What follows belongs to an exercise in optimizing a design on an open flow for small area and a short achievable clock period; a production flow would make more cautious choices.
In this exercise RTL edits were held to simulation tests only and were not proved equivalent to the original.

File: flow/design.v
`default_nettype none
module fdiv_norm (
  input  wire [31:0] x1,
  input  wire [31:0] x2,
  output wire        s,     
  output wire        z,     
  output wire [24:0] a,     
  output wire [22:0] b,     
  output wire signed [5:0] g,  
  output wire [ 8:0] e      
);
  wire [7:0] e1 = x1[30:23];
  wire [7:0] e2 = x2[30:23];
  wire [23:0] m1 = {|e1, x1[22:0]};
  wire [23:0] m2 = {|e2, x2[22:0]};
  function automatic [28:0] norm24(input [23:0] m);
    reg [23:0] t;
    reg [4:0] k;
    begin
      t = m;
      k[4] = ~|t[23:8];  if (k[4]) t = {t[7:0], 16'd0};
      k[3] = ~|t[23:16]; if (k[3]) t = {t[15:0], 8'd0};
      k[2] = ~|t[23:20]; if (k[2]) t = {t[19:0], 4'd0};
      k[1] = ~|t[23:22]; if (k[1]) t = {t[21:0], 2'd0};
      k[0] = ~t[23];     if (k[0]) t = {t[22:0], 1'd0};
      norm24 = {k, t};
    end
  endfunction
  wire [4:0] lz1, lz2;
  wire [23:0] a1, b1;
  assign {lz1, a1} = norm24(m1);
  assign {lz2, b1} = norm24(m2);
  wire lt = a1[22:0] < b1[22:0];    
  wire [5:0] g0 = {1'b0, lz2} - {1'b0, lz1};
  assign s = x1[31] ^ x2[31];
  assign z = ~(|m1) | ~(|m2);
  assign a = lt ? {a1, 1'b0} : {1'b0, a1};
  assign b = b1[22:0];
  assign g = g0 + {5'd0, ~lt};
  assign e = {1'b0, e1} - {1'b0, e2} + (z ? 9'd103 : 9'd126 + {{3{g[5]}}, g});
endmodule
module fdiv_srt0 (
  input  wire [24:0] a,
  input  wire [22:0] b,
  output wire [25:0] s_o,
  output wire [25:0] c_o
);
  wire [25:0] y = {1'b0, a};
  wire [25:0] d = {3'b110, ~b};
  assign s_o = y ^ d;
  assign c_o = {y[24:0] & d[24:0], 1'b1};
endmodule
module fdiv_srt (
  input  wire [25:0] s,
  input  wire [25:0] c,
  input  wire [22:0] b,
  output wire [25:0] s_o,
  output wire [25:0] c_o,
  output wire        qp,    
  output wire        qn     
);
  wire [25:0] ys = {s[24:0], 1'b0};
  wire [25:0] yc = {c[24:0], 1'b0};
  wire [3:0] est = s[25:22] + c[25:22];
  assign qp = ~est[3];
  assign qn = est[3] & ~(&est);
  wire [22:0] sel = qp ? ~b : qn ? b : 23'd0;
  wire [25:0] d = {qp, qp, qn, sel};
  assign s_o = ys ^ yc ^ d;
  assign c_o = {(ys[24:0] & yc[24:0]) | (ys[24:0] & d[24:0]) | (yc[24:0] & d[24:0]), qp};
endmodule
module fdiv_rca #(parameter W = 8) (
  input  wire [W-1:0] x,
  input  wire [W-1:0] y,
  input  wire         ci,
  output wire [W-1:0] s
);
  wire [W:0] c;
  assign c[0] = ci;
  genvar i;
  generate
    for (i = 0; i < W; i = i + 1) begin : bit_
      assign s[i]   = x[i] ^ y[i] ^ c[i];
      assign c[i+1] = (x[i] & y[i]) | (x[i] & c[i]) | (y[i] & c[i]);
    end
  endgenerate
endmodule
module fdiv_post (
  input  wire [25:0] s,
  input  wire [25:0] c,
  input  wire [22:0] qp,    
  input  wire [22:0] qn,
  input  wire [22:0] b,
  input  wire signed [5:0] g,
  input  wire [ 8:0] e,
  input  wire        z,
  input  wire        sg,
  output wire [31:0] y
);
  wire [23:0] bf  = {1'b1, b};
  wire        neg = g[5];
  wire [4:0]  gi  = ~g[4:0];              
  wire [23:0] bs  = neg ? 24'd0 : {1'b0, bf[23:1]} >> g[4:0];
  wire [23:0] oh  = neg ? (24'd1 << gi) : 24'd0;
  wire [24:0] keep = neg ? ~((25'd2 << gi) - 25'd1) : {25{1'b1}};
  wire [25:0] k_s = s ^ c ^ {2'd0, bs};
  wire [25:0] k_c = {(s[24:0] & c[24:0]) | (s[24:0] & {1'd0, bs}) | (c[24:0] & {1'd0, bs}), 1'b0};
  wire [25:0] t;
  fdiv_rca #(26) add_t (.x(k_s), .y(k_c), .ci(1'b0), .s(t));
  wire        c_lo = ~t[25];
  wire [25:0] u;
  fdiv_rca #(26) add_u (.x(t), .y(~{2'd0, bf}), .ci(1'b1), .s(u));
  wire        c_hi = ~u[25];
  wire [24:0] xa = {2'b01, qp};
  wire [24:0] xb = {2'b01, ~qn};
  wire [24:0] xo = {1'b0, oh};
  wire [24:0] x_s = xa ^ xb ^ xo;
  wire [24:0] x_c = {(xa[23:0] & xb[23:0]) | (xa[23:0] & xo[23:0]) | (xb[23:0] & xo[23:0]), 1'b0};
  wire [24:0] x;
  fdiv_rca #(25) add_x (.x(x_s), .y(x_c), .ci(1'b0), .s(x));
  wire [24:0] x0 = {~x[24], x[23:0]};
  wire [24:0] x1 = x0 + 25'd1;
  wire [24:0] x2 = x0 + 25'd2;
  wire [24:0] v  = c_hi ? x2 : c_lo ? x1 : x0;
  wire [24:0] vm  = v & keep;
  wire [22:0] m   = v[24] ? vm[23:1] : vm[22:0];
  wire [8:0]  ec  = (z | ~v[24]) ? e : e + 9'd1;
  wire        inf = (ec == 9'd255);
  wire        dnm = ec[8] | (ec == 9'd0);
  assign y = {sg, dnm ? 8'd0 : inf ? 8'd255 : ec[7:0], (inf | dnm | z) ? 23'd0 : m};
endmodule
`default_nettype wire
module fdiv_stream (
    input wire clk,
    input wire rstn,
    input wire in_valid,
    input wire [31:0] in_x1,
    input wire [31:0] in_x2,
    output reg out_valid,
    output reg [31:0] out_y );
    reg v_q;
    reg [31:0] x1_q;
    reg [31:0] x2_q;
    always @(posedge clk) begin
        if (~rstn) v_q <= 1'b0; else v_q <= in_valid;
        x1_q <= in_x1;
        x2_q <= in_x2;
    end
    wire n_s, n_z;
    wire [24:0] n_a; wire [22:0] n_b;
    wire signed [5:0] n_g;
    wire [8:0] n_e;
    fdiv_norm norm0 (.x1(x1_q), .x2(x2_q), .s(n_s), .z(n_z), .a(n_a), .b(n_b), .g(n_g), .e(n_e));
    wire [25:0] d1_s, d1_c;
    fdiv_srt0 d1 (.a(n_a), .b(n_b), .s_o(d1_s), .c_o(d1_c));
    wire [25:0] d2_s, d2_c; wire d2_p, d2_n;
    fdiv_srt d2 (.s(d1_s), .c(d1_c), .b(n_b), .s_o(d2_s), .c_o(d2_c), .qp(d2_p), .qn(d2_n));
    wire [25:0] d3_s, d3_c; wire d3_p, d3_n;
    fdiv_srt d3 (.s(d2_s), .c(d2_c), .b(n_b), .s_o(d3_s), .c_o(d3_c), .qp(d3_p), .qn(d3_n));
    wire [25:0] d4_s, d4_c; wire d4_p, d4_n;
    fdiv_srt d4 (.s(d3_s), .c(d3_c), .b(n_b), .s_o(d4_s), .c_o(d4_c), .qp(d4_p), .qn(d4_n));
    wire [25:0] d5_s, d5_c; wire d5_p, d5_n;
    fdiv_srt d5 (.s(d4_s), .c(d4_c), .b(n_b), .s_o(d5_s), .c_o(d5_c), .qp(d5_p), .qn(d5_n));
    wire [25:0] d6_s, d6_c; wire d6_p, d6_n;
    fdiv_srt d6 (.s(d5_s), .c(d5_c), .b(n_b), .s_o(d6_s), .c_o(d6_c), .qp(d6_p), .qn(d6_n));
    wire [25:0] d7_s, d7_c; wire d7_p, d7_n;
    fdiv_srt d7 (.s(d6_s), .c(d6_c), .b(n_b), .s_o(d7_s), .c_o(d7_c), .qp(d7_p), .qn(d7_n));
    wire [25:0] d8_s, d8_c; wire d8_p, d8_n;
    fdiv_srt d8 (.s(d7_s), .c(d7_c), .b(n_b), .s_o(d8_s), .c_o(d8_c), .qp(d8_p), .qn(d8_n));
    wire [25:0] d9_s, d9_c; wire d9_p, d9_n;
    fdiv_srt d9 (.s(d8_s), .c(d8_c), .b(n_b), .s_o(d9_s), .c_o(d9_c), .qp(d9_p), .qn(d9_n));
    wire [25:0] d10_s, d10_c; wire d10_p, d10_n;
    fdiv_srt d10 (.s(d9_s), .c(d9_c), .b(n_b), .s_o(d10_s), .c_o(d10_c), .qp(d10_p), .qn(d10_n));
    reg v_1;
    reg s_1;
    reg z_1;
    reg [22:0] b_1;
    reg signed [5:0] g_1;
    reg [8:0] e_1;
    reg [25:0] ws_1;
    reg [25:0] wc_1;
    reg [8:0] qp_1;
    reg [8:0] qn_1;
    always @(posedge clk) begin
        if (~rstn) v_1 <= 1'b0; else v_1 <= v_q;
        s_1 <= n_s;
        z_1 <= n_z;
        b_1 <= n_b;
        g_1 <= n_g;
        e_1 <= n_e;
        ws_1 <= d10_s;
        wc_1 <= d10_c;
        qp_1 <= {{{{{{{{d2_p, d3_p}, d4_p}, d5_p}, d6_p}, d7_p}, d8_p}, d9_p}, d10_p};
        qn_1 <= {{{{{{{{d2_n, d3_n}, d4_n}, d5_n}, d6_n}, d7_n}, d8_n}, d9_n}, d10_n};
    end
    wire [25:0] d11_s, d11_c; wire d11_p, d11_n;
    fdiv_srt d11 (.s(ws_1), .c(wc_1), .b(b_1), .s_o(d11_s), .c_o(d11_c), .qp(d11_p), .qn(d11_n));
    wire [25:0] d12_s, d12_c; wire d12_p, d12_n;
    fdiv_srt d12 (.s(d11_s), .c(d11_c), .b(b_1), .s_o(d12_s), .c_o(d12_c), .qp(d12_p), .qn(d12_n));
    wire [25:0] d13_s, d13_c; wire d13_p, d13_n;
    fdiv_srt d13 (.s(d12_s), .c(d12_c), .b(b_1), .s_o(d13_s), .c_o(d13_c), .qp(d13_p), .qn(d13_n));
    wire [25:0] d14_s, d14_c; wire d14_p, d14_n;
    fdiv_srt d14 (.s(d13_s), .c(d13_c), .b(b_1), .s_o(d14_s), .c_o(d14_c), .qp(d14_p), .qn(d14_n));
    wire [25:0] d15_s, d15_c; wire d15_p, d15_n;
    fdiv_srt d15 (.s(d14_s), .c(d14_c), .b(b_1), .s_o(d15_s), .c_o(d15_c), .qp(d15_p), .qn(d15_n));
    wire [25:0] d16_s, d16_c; wire d16_p, d16_n;
    fdiv_srt d16 (.s(d15_s), .c(d15_c), .b(b_1), .s_o(d16_s), .c_o(d16_c), .qp(d16_p), .qn(d16_n));
    wire [25:0] d17_s, d17_c; wire d17_p, d17_n;
    fdiv_srt d17 (.s(d16_s), .c(d16_c), .b(b_1), .s_o(d17_s), .c_o(d17_c), .qp(d17_p), .qn(d17_n));
    wire [25:0] d18_s, d18_c; wire d18_p, d18_n;
    fdiv_srt d18 (.s(d17_s), .c(d17_c), .b(b_1), .s_o(d18_s), .c_o(d18_c), .qp(d18_p), .qn(d18_n));
    wire [25:0] d19_s, d19_c; wire d19_p, d19_n;
    fdiv_srt d19 (.s(d18_s), .c(d18_c), .b(b_1), .s_o(d19_s), .c_o(d19_c), .qp(d19_p), .qn(d19_n));
    wire [25:0] d20_s, d20_c; wire d20_p, d20_n;
    fdiv_srt d20 (.s(d19_s), .c(d19_c), .b(b_1), .s_o(d20_s), .c_o(d20_c), .qp(d20_p), .qn(d20_n));
    reg v_2;
    reg s_2;
    reg z_2;
    reg [22:0] b_2;
    reg signed [5:0] g_2;
    reg [8:0] e_2;
    reg [25:0] ws_2;
    reg [25:0] wc_2;
    reg [18:0] qp_2;
    reg [18:0] qn_2;
    always @(posedge clk) begin
        if (~rstn) v_2 <= 1'b0; else v_2 <= v_1;
        s_2 <= s_1;
        z_2 <= z_1;
        b_2 <= b_1;
        g_2 <= g_1;
        e_2 <= e_1;
        ws_2 <= d20_s;
        wc_2 <= d20_c;
        qp_2 <= {{{{{{{{{{qp_1, d11_p}, d12_p}, d13_p}, d14_p}, d15_p}, d16_p}, d17_p}, d18_p}, d19_p}, d20_p};
        qn_2 <= {{{{{{{{{{qn_1, d11_n}, d12_n}, d13_n}, d14_n}, d15_n}, d16_n}, d17_n}, d18_n}, d19_n}, d20_n};
    end
    wire [25:0] d21_s, d21_c; wire d21_p, d21_n;
    fdiv_srt d21 (.s(ws_2), .c(wc_2), .b(b_2), .s_o(d21_s), .c_o(d21_c), .qp(d21_p), .qn(d21_n));
    wire [25:0] d22_s, d22_c; wire d22_p, d22_n;
    fdiv_srt d22 (.s(d21_s), .c(d21_c), .b(b_2), .s_o(d22_s), .c_o(d22_c), .qp(d22_p), .qn(d22_n));
    wire [25:0] d23_s, d23_c; wire d23_p, d23_n;
    fdiv_srt d23 (.s(d22_s), .c(d22_c), .b(b_2), .s_o(d23_s), .c_o(d23_c), .qp(d23_p), .qn(d23_n));
    wire [25:0] d24_s, d24_c; wire d24_p, d24_n;
    fdiv_srt d24 (.s(d23_s), .c(d23_c), .b(b_2), .s_o(d24_s), .c_o(d24_c), .qp(d24_p), .qn(d24_n));
    wire [31:0] y;
    fdiv_post post0 (.s(d24_s), .c(d24_c), .qp({{{{qp_2, d21_p}, d22_p}, d23_p}, d24_p}), .qn({{{{qn_2, d21_n}, d22_n}, d23_n}, d24_n}), .b(b_2), .g(g_2), .e(e_2), .z(z_2), .sg(s_2), .y(y));
    always @(posedge clk) begin
        if (~rstn) out_valid <= 1'b0; else out_valid <= v_2;
        out_y <= y;
    end
endmodule
File: flow/flow/run.sh
#!/bin/bash
# Layout: the standard flow (standard.sh) with three changes.
# 1. Synthesis: Yosys's synth runs with -noabc, which skips only its generic
#    pre-mapping ABC pass, so the adder extraction sees the full adders with
#    the polarity the RTL writes them in instead of wrapped in inverters. The
#    final ABC mapping, the registers and the rest of synthesis are standard.
# 2. Port buffers: buffer_ports still buffers every input and output, with
#    sky130_fd_sc_hd__buf_1 instead of the delay cell it picks by default.
# 3. Clock tree: smaller buffers and no dummy loads.
set -euo pipefail
sed 's/yosys synth -nofsm -noshare /yosys synth -nofsm -noshare -noabc /' synth_recipe.tcl > synth_recipe_noabc.tcl
grep -q -- '-noabc' synth_recipe_noabc.tcl
bash standard.sh SYNTH_SCRIPT="$PWD/synth_recipe_noabc.tcl" \
  "BUFFER_PORTS_ARGS=-buffer_cell sky130_fd_sc_hd__buf_1" \
  "CTS_ARGS=-sink_clustering_enable -repair_clock_nets -buf_list sky130_fd_sc_hd__clkbuf_8 -dont_use_dummy_load" \
  finish > standard.log 2>&1
File: flow/standard.sh
#!/bin/bash
# synth_recipe.tcl (not shown) runs the flow's synth.tcl, then flattens the netlist and writes it again
# the make line also repeats each setting of config.mk as NAME=value (left out here)
make -C /OpenROAD-flow-scripts/flow DESIGN_CONFIG=/design/flow/config.mk WORK_HOME=/design/flow/orfs CLKGATE_MAP_FILE= SYNTH_SCRIPT=/design/flow/synth_recipe.tcl "${@:-finish}"
File: flow/config.mk
export PLATFORM = sky130hd
export DESIGN_NAME = fdiv_stream
export DESIGN_NICKNAME = fdiv_stream
export VERILOG_FILES = /design/flow/design.v
export SDC_FILE = /design/flow/constraint.sdc
export NUM_CORES = 4
export LEC_CHECK = 0
export CAP_MARGIN = 20
export CORE_MARGIN = 2
export CORE_UTILIZATION = 40
export SLEW_MARGIN = 20
File: flow/constraint.sdc
create_clock -name core_clock -period 170.0 [get_ports {clk}]
set_input_delay 34.0000 -clock core_clock [delete_from_list [all_inputs] [get_ports {clk}]]
set_output_delay 34.0000 -clock core_clock [all_outputs]
set_load 0.01 [all_outputs]
==> reports/results.tsv <==
metric	value	unit
grt_pass1_wl	157200	µm
ant_nets	0	
clk-insertion-delay-late	0.72	ns
crit_fanout	1	
crit_type	reg2out	
dpl_worst_slack	135.54	ns
ys.flop_type	dfxtp_1	
setup_slack	134.81	ns
cts-root-buf	clkbuf_8	
min_period_over_period	0.2070	
hold_depth	0	
r2r_end	ws_1[23]	
antenna_found_initial	2	
io_pins	100	
worstRegToRegCells	105	
setup_tns	0	ns
rrSetupSlack	138.15	ns
io_buffer_count	99	
synth_edf_count	0	
dieArea	0.09434	mm²
place.gp.congestion	0.9012	
synth_top_area_frac	0.3545	
syn_area	0.03676	mm²
finalClockSkew	0.1354	ns
seq_area_frac_synth	0.1830	
rsz0062_at_grt	no	
drc	0	
r2r-start	x2_q[25]	
drt-total-wl	95750	µm
yosys.area.top_type	fa_1	
tritoncts	built	
clock-sinks	336	
core_area	0.09139	mm²
synth-seq-cells	336	
endpoint_kind	primary output	
crit_family	flip-flops	
cp.required	136.00	ns
drive_gt1_frac	0.06117	
grt_max_degree	49	
drtPass1Iterations	5	
maxCapViolations	0	
place_inst	4984	
cpPeakStageDelay	0.32	ns
status	no timing/DRC/antenna violations	
worstMarginPinSlew	1.016	ns
period_minus_slack	35.19	ns
critPathSlowestCell	dfxtp_1	
instances_no_fill	5045	
ctsResizeCount	0	
syn_area_per_cell	9.394	µm²
syn_inst	3913	
worst_setup_path_start_kind	flop	
die_y	307.1	µm
crit_arrival	1.19	ns
post_cts_buffers	0	
track_usage	0.2090	
report.final.slew_viol_count	0	
fmax	28.42	MHz
num-fill-cells	8998	
vias	27538	
path_clk_slew	0.06	ns
yosys_warnings	2	
crit_chain	buf_1	
synth_fp_nets	4797	
ys_types	85	
via_per_inst	5.458	
min_from	qp_1[4]	
min_to	qp_2[14]	
setup_viol	0	
start_util	0.4022	
slew_headroom	0.3176	
layout.nets	4744	
cts_made_buffers	58	
async_reset_ff_frac	0	
clk_path_buf_depth	3	
htree_levels	2	
hold_viol_final	0	
yosys-top-cells-area	fa_1 35%, dfxtp_1 18%, ha_1 5.7%, o21ai_0 5.1%, a21oi_1 4.3%	
place_hpwl	75720	µm
wl_per_cell	18.98	µm
grt_pass1_vias	28535	
grt_overflow	0	
drtIter0Drc	2096	
holdBufCountCts	0	
syn2layout_area_growth	6.137	%
die_width	307.1	µm
rows	111	
hp-class	reg2reg	
worst-path-buf-inv	1	
layout by cell type, fill, tap and decap left out, drive strengths merged, types with 41 or more instances in the layout:
cell	synthesis	routed
fa	651	651
o21ai	386	386
dfxtp	336	336
nor2	324	324
nand2	322	322
a21oi	315	315
inv	284	284
nand3	183	183
ha	166	166
buf	29	161
mux2i	104	104
xnor2	85	85
xor2	60	60
clkbuf	245	58
a211oi	41	41
layer usage:
metal,track usage,up-vias,wire (µm),share of wire
met3,0.03053,113,5200,0.054
met1,0.2803,13733,41300,0.43
met4,0.04957,0,1862,0.019
met2,0.3559,742,47380,0.49
met5,0,-,0,0
li1,-,12950,-,-
cell families (layout without fill, tap and decap cells):
kind of cell,Yosys count,count (layout),share of synthesized area
compound gates,906,906,0.1429
flops,336,336,0.1830
buf+inv,563,508,0.05889
xor+xnor,147,147,0.04030
fa+ha+maj,822,822,0.4124
simple gates,995,995,0.1200
other cells,0,1,0
mux,144,144,0.04251
synthesized netlist by cell type (14+ instances only):
master	instances
nand2_1	322
mux2i_1	104
nand2b_1	22
and3_1	23
clkbuf_1	245
and2_1	14
xor2_1	58
inv_1	278
nor3_1	28
nand3_1	183
nand4_1	21
buf_1	15
mux2_2	33
o21ai_0	375
xnor2_1	76
a21o_1	33
a211oi_1	23
a31oi_1	31
ha_1	166
nor2b_1	15
fa_1	651
dfxtp_1	336
a21oi_1	314
a211oi_2	18
nor2_1	324
flip-flops by register name (all words and copies together), names as in the netlist, 24 cells and up:
name	cells
out_y	32
x1_q	32
x2_q	32
ws_1	26
ws_2	26
wc_1	24
wc_2	24
how the worst max path moves through the flow:
stage | start | end | slack, ns | depth (start not counted)
2_1_floorplan | out_valid | out_valid | 135.67 | 0
6_report | out_y[22] | out_y[22] | 134.81 | 1
5_1_grt | out_y[30] | out_y[30] | 134.73 | 1
4_1_cts | out_y[22] | out_y[22] | 134.73 | 1
3_5_place_dp | out_y[22] | out_y[22] | 135.54 | 1
3_3_place_gp | out_y[4] | out_y[4] | 135.56 | 1
layout make-up:
type,count,area [µm²],share of cell area
clock buffer,58,798.3,0.02046
sequential,336,6729,0.1725
tap,1186,1484,0.03803
inverter,289,1085,0.02780
antenna,1,2.502,0.00006414
multi-input combinational,3014,28080,0.7198
timing repair buffer,161,832.0,0.02133
metrics by stage:
stage	util	hold slack [ns]	cell area, µm²
floorplan	-	0.3096	36760
global placement	0.4178	0.3114	38180
detailed placement	0.4179	0.3121	38190
CTS	0.4266	0.2645	38980
global route	0.4269	0.2665	39010
finish	0.4269	0.2815	39010

==> port drivers added, routing unchanged <==
In the flow no input, the clock included, has a driving cell. The finished layout below was timed again as built, in two steps.
Step 1 assumes that a clkbuf_16 drives the clock port and a buf_2 every other input.
Step 2 also shifts input and output timing later by t, the mid clock arrival at the registers, as if the neighbouring blocks saw the same clock.
Three values: no drivers, after step 1, after step 2; two values: the first two.
shift t [ns]: 0.709
setup slack, ns: 134.812 / 134.751 / 135.459
worst setup path after step 2: register to output
latest minus earliest clock arrival (ns): 0.137 / 0.137
cell pins on the clock port's net: 1
After both steps this run still meets setup and hold. For this run, drivers alone change the setup slack by -0.061 ns; drivers and shift together by +0.647 ns.
